What follows belongs to an exercise in optimizing a design on an open flow for small area; a production flow would make more cautious choices.
Only simulation tests tie the RTL to the original design; equivalence was not proved.
No activity file was given, so power comes from the tool's default toggle rates.

== job 3823 ==
==> flow/design.v <==
module sampler
(
  input  wire       clk_in_i,            
  input  wire       rst_n_ddmtdclk_i,    
  input  wire       clk_ddmtd_i,         
  output reg       clk_sampled_o         
);
  reg  clk_i_d0;
  reg  clk_i_d1;
  reg  clk_i_d2;
  always @(posedge clk_ddmtd_i) begin
    if (!rst_n_ddmtdclk_i) begin
    clk_i_d0 <= 1'b0;
    clk_i_d1 <= 1'b1;
    clk_i_d2 <= 1'b1;
    clk_sampled_o <= 1'b1;
    end
    else begin
    clk_i_d0      <= clk_in_i;
    clk_i_d1      <= ~clk_i_d0;  
    clk_i_d2      <= clk_i_d1;
    clk_sampled_o <= clk_i_d2;
    end
  end
endmodule
module deglitcher
(
  input  wire        rst_n_ddmtdclk_i,
  input  wire        clk_in_i,
  input  wire        clk_ddmtd_i,
  input  wire [15:0] deglitch_threshold_i,
  output reg  [15:0] tag_o,
  output wire        tag_p_o
);
  reg  [1:0]  state;
  reg  [15:0] stab_cntr;
  wire clk_sampled;
  sampler sampler_inst (
    .clk_in_i         (clk_in_i),
    .rst_n_ddmtdclk_i (rst_n_ddmtdclk_i),
    .clk_ddmtd_i      (clk_ddmtd_i),
    .clk_sampled_o    (clk_sampled)
  );
  wire got_edge  = state[1] &  state[0];
  wire wait_edge = state[1] & ~state[0];
  wire eq        = (stab_cntr == deglitch_threshold_i);
  wire clr       = got_edge ? (eq | ~clk_sampled) : clk_sampled;
  assign tag_p_o = ~state[1] & state[0];
  wire [15:0] stab_carry, tag_carry;
  inc_carry stab_inc (.q(stab_cntr), .c(stab_carry));
  inc_carry tag_inc  (.q(tag_o),     .c(tag_carry));
  always @(posedge clk_ddmtd_i) begin
    if (!rst_n_ddmtdclk_i) begin
      state     <= 2'b00;
      stab_cntr <= 16'd0;
    end else begin
      state[1]  <= state[1] ? ~(got_edge & eq) : eq;
      state[0]  <= state[1] & (state[0] | clk_sampled);
      stab_cntr <= clr ? 16'd0 : stab_cntr ^ stab_carry;
    end
  end
  wire tag_step = ~(got_edge & ~clk_sampled & ~eq);
  always @(posedge clk_ddmtd_i)
    tag_o <= (wait_edge & clk_sampled) ? 16'd0 : tag_o ^ (tag_carry & {16{tag_step}});
endmodule
module inc_carry
(
  input  wire [15:0] q,
  output wire [15:0] c
);
  wire [3:0] blk = {&q[15:12], &q[11:8], &q[7:4], &q[3:0]};
  wire [3:0] pre = {&blk[2:0], &blk[1:0], blk[0], 1'b1};
  genvar k;
  generate
    for (k = 0; k < 4; k = k + 1) begin : b
      assign c[4*k]   = pre[k];
      assign c[4*k+1] = pre[k] & q[4*k];
      assign c[4*k+2] = pre[k] & (&q[4*k+1:4*k]);
      assign c[4*k+3] = pre[k] & (&q[4*k+2:4*k]);
    end
  endgenerate
endmodule
module ddmtd
#(
  parameter integer COUNTER_BIT_WIDTH = 16
)
(
  input  wire rst_n_ddmtdclk_i,
  input  wire clk_a_i,
  input  wire clk_b_i,
  input  wire clk_ddmtd_i,
  input  wire [15:0]  deglitch_threshold_i,
  output wire signed [COUNTER_BIT_WIDTH-1:0] phase_diff_o,
  output reg                                 phase_diff_p_o
);
  wire [15:0] rel_a, rel_b;
  wire        tag_a_p, tag_b_p;
  deglitcher deglitcher_inst_a (
    .rst_n_ddmtdclk_i     (rst_n_ddmtdclk_i),
    .clk_in_i             (clk_a_i),
    .clk_ddmtd_i          (clk_ddmtd_i),
    .deglitch_threshold_i (deglitch_threshold_i),
    .tag_o                (rel_a),
    .tag_p_o              (tag_a_p)
  );
  deglitcher deglitcher_inst_b (
    .rst_n_ddmtdclk_i     (rst_n_ddmtdclk_i),
    .clk_in_i             (clk_b_i),
    .clk_ddmtd_i          (clk_ddmtd_i),
    .deglitch_threshold_i (deglitch_threshold_i),
    .tag_o                (rel_b),
    .tag_p_o              (tag_b_p)
  );
  reg  wait_a, wait_b;
  wire wait_tag = ~(wait_a | wait_b);
  wire done_a   = wait_a & tag_a_p;                  
  wire done_b   = wait_b & tag_b_p;                  
  wire both     = wait_tag & tag_a_p & tag_b_p;      
  wire only_a   = wait_tag & tag_a_p & ~tag_b_p;     
  wire only_b   = wait_tag & tag_b_p & ~tag_a_p;     
  always @(posedge clk_ddmtd_i) begin
    if (!rst_n_ddmtdclk_i) begin
      phase_diff_p_o <= 1'b0;
      wait_a         <= 1'b0;
      wait_b         <= 1'b0;
    end else begin
      phase_diff_p_o <= both | done_a | done_b;
      wait_a         <= only_b | (wait_a & ~tag_a_p);
      wait_b         <= only_a | (wait_b & ~tag_b_p);
    end
  end
  reg  [15:0] temp;
  wire        a_rel_b  = tag_b_p & ~wait_a;                
  wire        a_temp   = wait_a | (wait_b & ~tag_b_p);     
  wire        b_nrel_a = only_a | both | done_a;
  wire        b_ones   = wait_b & ~tag_b_p;
  wire        ci       = ~(wait_b | only_a);
  wire [15:0] a = ({16{a_rel_b}} & rel_b) | ({16{a_temp}} & temp);
  wire [15:0] b = ({16{b_nrel_a}} & ~rel_a) | ({16{done_b}} & temp) | {16{b_ones}};
  wire [15:0] g = a & b;
  wire [15:0] p = a ^ b;
  wire [16:0] c;
  assign c[0] = ci;
  genvar k;
  generate
    for (k = 0; k < 16; k = k + 4) begin : cla
      assign c[k+1] = g[k]   | (p[k]   & c[k]);
      assign c[k+2] = g[k+1] | (p[k+1] & g[k]) | (p[k+1] & p[k] & c[k]);
      assign c[k+3] = g[k+2] | (p[k+2] & g[k+1]) | (p[k+2] & p[k+1] & g[k])
                    | (p[k+2] & p[k+1] & p[k] & c[k]);
      assign c[k+4] = g[k+3] | (p[k+3] & g[k+2]) | (p[k+3] & p[k+2] & g[k+1])
                    | (p[k+3] & p[k+2] & p[k+1] & g[k])
                    | (p[k+3] & p[k+2] & p[k+1] & p[k] & c[k]);
    end
  endgenerate
  always @(posedge clk_ddmtd_i)
    temp <= p ^ c[15:0];
  assign phase_diff_o = temp;
endmodule
==> flow/config.mk <==
export PLATFORM = sky130hd
export DESIGN_NAME = ddmtd
export DESIGN_NICKNAME = ddmtd
export VERILOG_FILES = /design/flow/design.v
export SDC_FILE = /design/flow/constraint.sdc
export NUM_CORES = 4
export LEC_CHECK = 0
export CAP_MARGIN = 0
export CORE_MARGIN = 2
export CORE_UTILIZATION = 60
export CTS_BUF_LIST = sky130_fd_sc_hd__clkbuf_4 sky130_fd_sc_hd__clkbuf_8
export GPL_TIMING_DRIVEN = 0
export SLEW_MARGIN = 0
==> flow/constraint.sdc <==
create_clock -name core_clock -period 4.0 [get_ports {clk_ddmtd_i}]
set_input_delay 0.8000 -clock core_clock [delete_from_list [all_inputs] [get_ports {clk_ddmtd_i}]]
set_output_delay 0.8000 -clock core_clock [all_outputs]
set_load 0.01 [all_outputs]
standard.sh (not shown) runs the stock make flow with config.mk's settings and CLKGATE_MAP_FILE= SYNTH_SCRIPT=/design/flow/synth_recipe.tcl, a recipe that flattens the netlist after the stock synthesis.
==> flow/flow/run.sh <==
#!/bin/bash
# The standard layout (standard.sh), with three changes:
#  - synthesis leaves the adders to ABC (no extract_fa into ha/fa cells) and
#    maps the logic with an area-oriented ABC script (flow/area.abc) instead of
#    ORFS's speed script; everything else in synthesis, and so every register,
#    is as in the standard synthesis;
#  - the port buffers are the smallest buffer (buf_1);
#  - clock tree synthesis adds no dummy loads.
set -e
W=$(pwd)
export BUFFER_PORTS_ARGS="-buffer_cell sky130_fd_sc_hd__buf_1"
export CTS_ARGS="-sink_clustering_enable -repair_clock_nets -dont_use_dummy_load -buf_list {sky130_fd_sc_hd__clkbuf_4 sky130_fd_sc_hd__clkbuf_8}"
cat > "$W/flow_synth.tcl" <<EOT
proc extract_fa {args} {
  puts "flow: extract_fa skipped; abc maps the adders"
}
proc abc {args} {
  set i [lsearch -exact \$args -script]
  if { \$i >= 0 } { lset args [expr { \$i + 1 }] $W/flow/area.abc }
  yosys abc {*}\$args
}
source $W/synth_recipe.tcl
EOT
bash standard.sh SYNTH_SCRIPT="$W/flow_synth.tcl" finish > standard.log 2>&1
==> flow/flow/area.abc <==
&get -n
&st
&dch
&nf -R 1000
&put
diff inputs: job 3823 => job 1724
==> flow/flow/area.abc <==
&get -n
&st
&syn3
&syn2
&dch -f
&nf -a -R 1000
&put
Diff job 3823 -> job 1724: sum of routed wire segments on met1 shows a reduction of 390 microns; first-pass GRT wire length went up 8.3%.
NOTE: worst hold slack in job 1724 exceeds that of job 3823
Out of job 3823 and job 1724, the only run to close with the timing, DRC and antenna checks passing was job 3823.
Sequential share of layout area on job 1724 is down relative to job 3823.
Job 1724 vs job 3823 on die extent in x: job 1724 is the lower one.
Between job 3823 and job 1724, critical path data arrival time is lower for job 3823, job 1724 comes in above that.
Overall routing resource usage ended up 2.7 points higher on job 1724 than on job 3823.
Looking at share of total power consumed by net switching across job 3823 and job 1724, the one that comes out higher is job 1724.
Setup changes, job 1724 to job 4618
diff --git a/flow/flow/run.sh b/flow/flow/run.sh
--- a/flow/flow/run.sh
+++ b/flow/flow/run.sh
@@ -2,6 +2,5 @@
 # The standard layout (standard.sh), with three changes:
-#  - synthesis leaves the adders to ABC (no extract_fa into ha/fa cells) and
-#    maps the logic with an area-oriented ABC script (flow/area.abc) instead of
-#    ORFS's speed script; everything else in synthesis, and so every register,
-#    is as in the standard synthesis;
+#  - synthesis maps the logic with an area-oriented ABC script (flow/area.abc)
+#    instead of ORFS's speed script; everything else in synthesis, and so every
+#    register, is as in the standard synthesis;
 #  - the port buffers are the smallest buffer (buf_1);
@@ -13,5 +12,2 @@
 cat > "$W/flow_synth.tcl" <<EOT
-proc extract_fa {args} {
-  puts "flow: extract_fa skipped; abc maps the adders"
-}
 proc abc {args} {
==> comparison <==
- Job 4618 completed; timing, DRC and antenna clean
- Sort job 1724 and job 4618 by sum of internal, switching and leakage power, ascending, and job 1724 comes first.
- From job 1724 to job 4618 the numbers moved as follows: number of clock sinks roughly the same, met1 routing resource usage after global routing decreased 6.3 points, layout net count ~0 delta, worst hold slack essentially unchanged.
- Across both runs, synthesized cell count was lower for job 4618 than for job 1724.
- In job 4618, the non-clock buffer count came out 35% below the value in job 1724.
- The wire length in job 4618 sits about 13% below the value recorded for job 1724.
- From job 1724 to job 4618 the numbers moved as follows: layout-stage area growth over the synthesis result dropped 8.0 points, die area climbed about 3.5%, share of the clock period used by the worst path dropped 19 points.
Relative to job 4618, the following input files were edited for job 1528:
diff --git a/flow/flow/run.sh b/flow/flow/run.sh
--- a/flow/flow/run.sh
+++ b/flow/flow/run.sh
@@ -10,3 +10,3 @@
 export BUFFER_PORTS_ARGS="-buffer_cell sky130_fd_sc_hd__buf_1"
-export CTS_ARGS="-sink_clustering_enable -repair_clock_nets -dont_use_dummy_load -buf_list {sky130_fd_sc_hd__clkbuf_4 sky130_fd_sc_hd__clkbuf_8}"
+export CTS_ARGS="-sink_clustering_enable -repair_clock_nets -dont_use_dummy_load -buf_list {sky130_fd_sc_hd__clkbuf_16} -sink_clustering_size 100 -sink_clustering_max_diameter 1000 -sink_clustering_levels 1"
 cat > "$W/flow_synth.tcl" <<EOT
==> flow/flow/area.abc <==
&get -n
&st
&syn2
&dch -f
&nf -a -R 1000
&put
diff --git a/flow/config.mk b/flow/config.mk
--- a/flow/config.mk
+++ b/flow/config.mk
@@ -7,3 +7,3 @@
 export LEC_CHECK = 0
-export CAP_MARGIN = 0
+export CAP_MARGIN = 20
 export CORE_MARGIN = 2
@@ -12,2 +12,2 @@
 export GPL_TIMING_DRIVEN = 0
-export SLEW_MARGIN = 0
+export SLEW_MARGIN = 20
==> comparison <==
Job 1528: PASS, flow complete, no timing, DRC or antenna violations
On final routed wirelength across all metal layers, the lower figure sits with job 4618, not job 1528.
Compared with job 4618, job 1528 shows a register share of the cell area that is 1.0 points lower.
Taking job 4618 as the reference, in job 1528 cell area after synthesis increased about 1.1%; hold slack roughly the same; non-clock buffering overhead in the final layout was more or less identical; relative contribution of combinational cells to total power shows a reduction of 1.0 points; via count of the first global-routing pass now larger.

========
Setup of fjord:
// ddmtd: RTL as listed in full above, without the edits since
Settings: LEC_CHECK=0, CAP_MARGIN=0, CORE_MARGIN=2, CORE_UTILIZATION=60, CTS_BUF_LIST=sky130_fd_sc_hd__clkbuf_4 sky130_fd_sc_hd__clkbuf_8, GPL_TIMING_DRIVEN=0, PLACE_DENSITY=0.8, SLEW_MARGIN=0; clock period 4.0 ns.
==> flow/flow/run.sh <==
#!/bin/bash
# The standard layout (standard.sh), with three changes:
#  - synthesis maps the logic with an area-oriented ABC script (flow/area.abc)
#    instead of ORFS's speed script; everything else in synthesis, and so every
#    register, is as in the standard synthesis;
#  - the port buffers are the smallest buffer (buf_1);
#  - clock tree synthesis adds no dummy loads.
set -e
W=$(pwd)
export BUFFER_PORTS_ARGS="-buffer_cell sky130_fd_sc_hd__buf_1"
export CTS_ARGS="-sink_clustering_enable -repair_clock_nets -dont_use_dummy_load -buf_list {sky130_fd_sc_hd__clkbuf_4 sky130_fd_sc_hd__clkbuf_8}"
cat > "$W/flow_synth.tcl" <<EOT
proc abc {args} {
  set i [lsearch -exact \$args -script]
  if { \$i >= 0 } { lset args [expr { \$i + 1 }] $W/flow/area.abc }
  yosys abc {*}\$args
}
source $W/synth_recipe.tcl
EOT
bash standard.sh SYNTH_SCRIPT="$W/flow_synth.tcl" finish > standard.log 2>&1
==> flow/flow/area.abc <==
&get -n
&st
&syn2
&dch -f
&nf -a -R 1000
&put
fjord closes out successfully: all stages finished, all timing, DRC and antenna checks passed.
Relative to fjord, the following input files were edited for onyx:
# fjord
export LEC_CHECK = 0
export CAP_MARGIN = 0
export CORE_MARGIN = 2
export CORE_UTILIZATION = 60
export CTS_BUF_LIST = sky130_fd_sc_hd__clkbuf_4 sky130_fd_sc_hd__clkbuf_8
export GPL_TIMING_DRIVEN = 0
export PLACE_DENSITY = 0.8
export SLEW_MARGIN = 0
create_clock -name core_clock -period 4.0 [get_ports {clk_ddmtd_i}]
# onyx
export LEC_CHECK = 0
export CAP_MARGIN = 0
export CORE_MARGIN = 2
export CORE_UTILIZATION = 60
export CTS_BUF_LIST = sky130_fd_sc_hd__clkbuf_4 sky130_fd_sc_hd__clkbuf_8
export GPL_TIMING_DRIVEN = 0
export SLEW_MARGIN = 0
create_clock -name core_clock -period 4.0 [get_ports {clk_ddmtd_i}]
diff --git a/flow/flow/run.sh b/flow/flow/run.sh
--- a/flow/flow/run.sh
+++ b/flow/flow/run.sh
@@ -3,3 +3,4 @@
-#  - synthesis maps the logic with an area-oriented ABC script (flow/area.abc)
-#    instead of ORFS's speed script; everything else in synthesis, and so every
-#    register, is as in the standard synthesis;
+#  - synthesis leaves the adders to ABC (no extract_fa into ha/fa cells) and
+#    maps the logic with an area-oriented ABC script (flow/area.abc) instead of
+#    ORFS's speed script; everything else in synthesis, and so every register,
+#    is as in the standard synthesis;
@@ -12,0 +14,3 @@
+proc extract_fa {args} {
+  puts "flow: extract_fa skipped; abc maps the adders"
+}
Results
onyx reached the end of the flow, and the finished layout is clean on the timing, DRC and antenna checks. fjord: all stages complete, timing, DRC and antenna checks passed. From fjord to onyx the numbers moved as follows: part of the Yosys area used for sequential elements increased 1.8 points, cell count went up. [compare] base=fjord new=onyx: largest stage delay on the critical path decreased by 0.07 ns relative to the old numbers, maximum frequency held steady. onyx vs fjord, type of the worst setup path: in2reg vs reg2reg. Of the two candidates, fjord has the worse clock-net power and onyx the better one. Between fjord and onyx, global-route usage increased. The final reports for onyx and fjord show number of buffers outside the clock class in the layout higher in the former. Between fjord and onyx, the final hold slack figures differ only marginally. Compared to fjord, the router laid down less metal wire for onyx.

========
RTL: the design.v shown in full above, as it stands there.
clock: 4.0 ns
lec_check: 0
cap_margin: 0
core_margin: 2
core_utilization: 60
cts_buf_list: sky130_fd_sc_hd__clkbuf_4 sky130_fd_sc_hd__clkbuf_8
gpl_timing_driven: 0
slew_margin: 0
==> flow/flow/run.sh <==
#!/bin/bash
# The standard layout (standard.sh), with three changes:
#  - synthesis maps the logic with an area-oriented ABC script (flow/area.abc)
#    instead of ORFS's speed script; everything else in synthesis, and so every
#    register, is as in the standard synthesis;
#  - the port buffers are the smallest buffer (buf_1);
#  - clock tree synthesis adds no dummy loads.
set -e
W=$(pwd)
export BUFFER_PORTS_ARGS="-buffer_cell sky130_fd_sc_hd__buf_1"
export CTS_ARGS="-sink_clustering_enable -repair_clock_nets -dont_use_dummy_load -buf_list {sky130_fd_sc_hd__clkbuf_4 sky130_fd_sc_hd__clkbuf_8}"
cat > "$W/flow_synth.tcl" <<EOT
proc abc {args} {
  set i [lsearch -exact \$args -script]
  if { \$i >= 0 } { lset args [expr { \$i + 1 }] $W/flow/area.abc }
  yosys abc {*}\$args
}
source $W/synth_recipe.tcl
EOT
bash standard.sh SYNTH_SCRIPT="$W/flow_synth.tcl" finish > standard.log 2>&1
Scripts as last shown in full above: flow/flow/area.abc
Next try:
--- a/flow/flow/run.sh
+++ b/flow/flow/run.sh
@@ -2,5 +2,6 @@
 # The standard layout (standard.sh), with three changes:
-#  - synthesis maps the logic with an area-oriented ABC script (flow/area.abc)
-#    instead of ORFS's speed script; everything else in synthesis, and so every
-#    register, is as in the standard synthesis;
+#  - synthesis leaves the adders to ABC (no extract_fa into ha/fa cells) and
+#    maps the logic with an area-oriented ABC script (flow/area.abc) instead of
+#    ORFS's speed script; everything else in synthesis, and so every register,
+#    is as in the standard synthesis;
 #  - the port buffers are the smallest buffer (buf_1);
@@ -12,2 +13,5 @@
 cat > "$W/flow_synth.tcl" <<EOT
+proc extract_fa {args} {
+  puts "flow: extract_fa skipped; abc maps the adders"
+}
 proc abc {args} {
==> flow/flow/area.abc (replaced) <==
&get -n
&st
&dc2
&syn2
&dch -f
&nf -R 1000
&put
This time the run finished with setup timing left.
Combinational power rises by a few percent.
Core utilization rises by 8.1 points.
Setup slack got worse by 0.66 ns.
Cell area rises by a few percent.
Next try:
--- a/flow/flow/run.sh
+++ b/flow/flow/run.sh
@@ -2,6 +2,5 @@
 # The standard layout (standard.sh), with three changes:
-#  - synthesis leaves the adders to ABC (no extract_fa into ha/fa cells) and
-#    maps the logic with an area-oriented ABC script (flow/area.abc) instead of
-#    ORFS's speed script; everything else in synthesis, and so every register,
-#    is as in the standard synthesis;
+#  - synthesis maps the logic with an area-oriented ABC script (flow/area.abc)
+#    instead of ORFS's speed script; everything else in synthesis, and so every
+#    register, is as in the standard synthesis;
 #  - the port buffers are the smallest buffer (buf_1);
@@ -13,5 +12,2 @@
 cat > "$W/flow_synth.tcl" <<EOT
-proc extract_fa {args} {
-  puts "flow: extract_fa skipped; abc maps the adders"
-}
 proc abc {args} {
==> flow/flow/area.abc (replaced) <==
strash
dc2
&get -n
&syn2
&dch -f
&nf -a -R 1000
&put
Outcome:
- The changed run passed the timing, DRC and antenna checks
- final area drops by 2.9%
- hold slack is about the same
- worst setup slack improved by 0.58 ns
Next try:
==> flow/flow/area.abc (replaced) <==
&get -n
&st
&syn2
&dch -f
&nf -a -R 1000
&put
Settings changed: PLACE_DENSITY set to 0.45.
Result: Routed wire length fell by 1.3%; clock-buffer cell count is unchanged; final cell count drops by 2.2%; utilization decreases by 4.8 points; via count stays flat; synthesized area climbs by about 1.4%; global-route usage came out lower by 1.7 points.

## static timing again, ports no longer ideal
Ports are ideal in the flow. The routed layouts listed here were re-timed in OpenROAD. Step 1 assumes that a clkbuf_16 drives the clock port and a buf_2 every other input. Step 2 times the ports against the registers' clock, not the clock port: input delays grow and output delays shrink by t, the midpoint of the rising clock arrivals with the driver on. Slacks: ideal / step 1 / step 2; pairs: ideal / step 1.
run	t (ns)	setup WS [ns]	cell pins on the clock port's net
job 3823	0.368	0.300 / 0.307 / -0.061	1
job 1724	0.377	-0.494 / -0.494 / -0.494	1
job 4618	0.372	0.261 / 0.261 / -0.086	1
job 1528	0.361	0.253 / 0.253 / -0.041	1
fjord	0.370	0.230 / 0.230 / -0.100	1
onyx	0.363	0.233 / 0.245 / -0.119	1
the first run of note 3	0.369	0.217 / 0.217 / -0.086	1
the second run of note 3	0.383	-0.442 / -0.442 / -0.442	1
the third run of note 3	0.378	0.133 / 0.133 / -0.123	1
the fourth run of note 3	0.369	0.217 / 0.217 / -0.086	1
Met with ideal ports but missed after step 2: setup timing in 8 of these runs. For job 3823, which loses most, drivers alone change the setup slack by +0.007 ns; drivers and shift together by -0.361 ns.
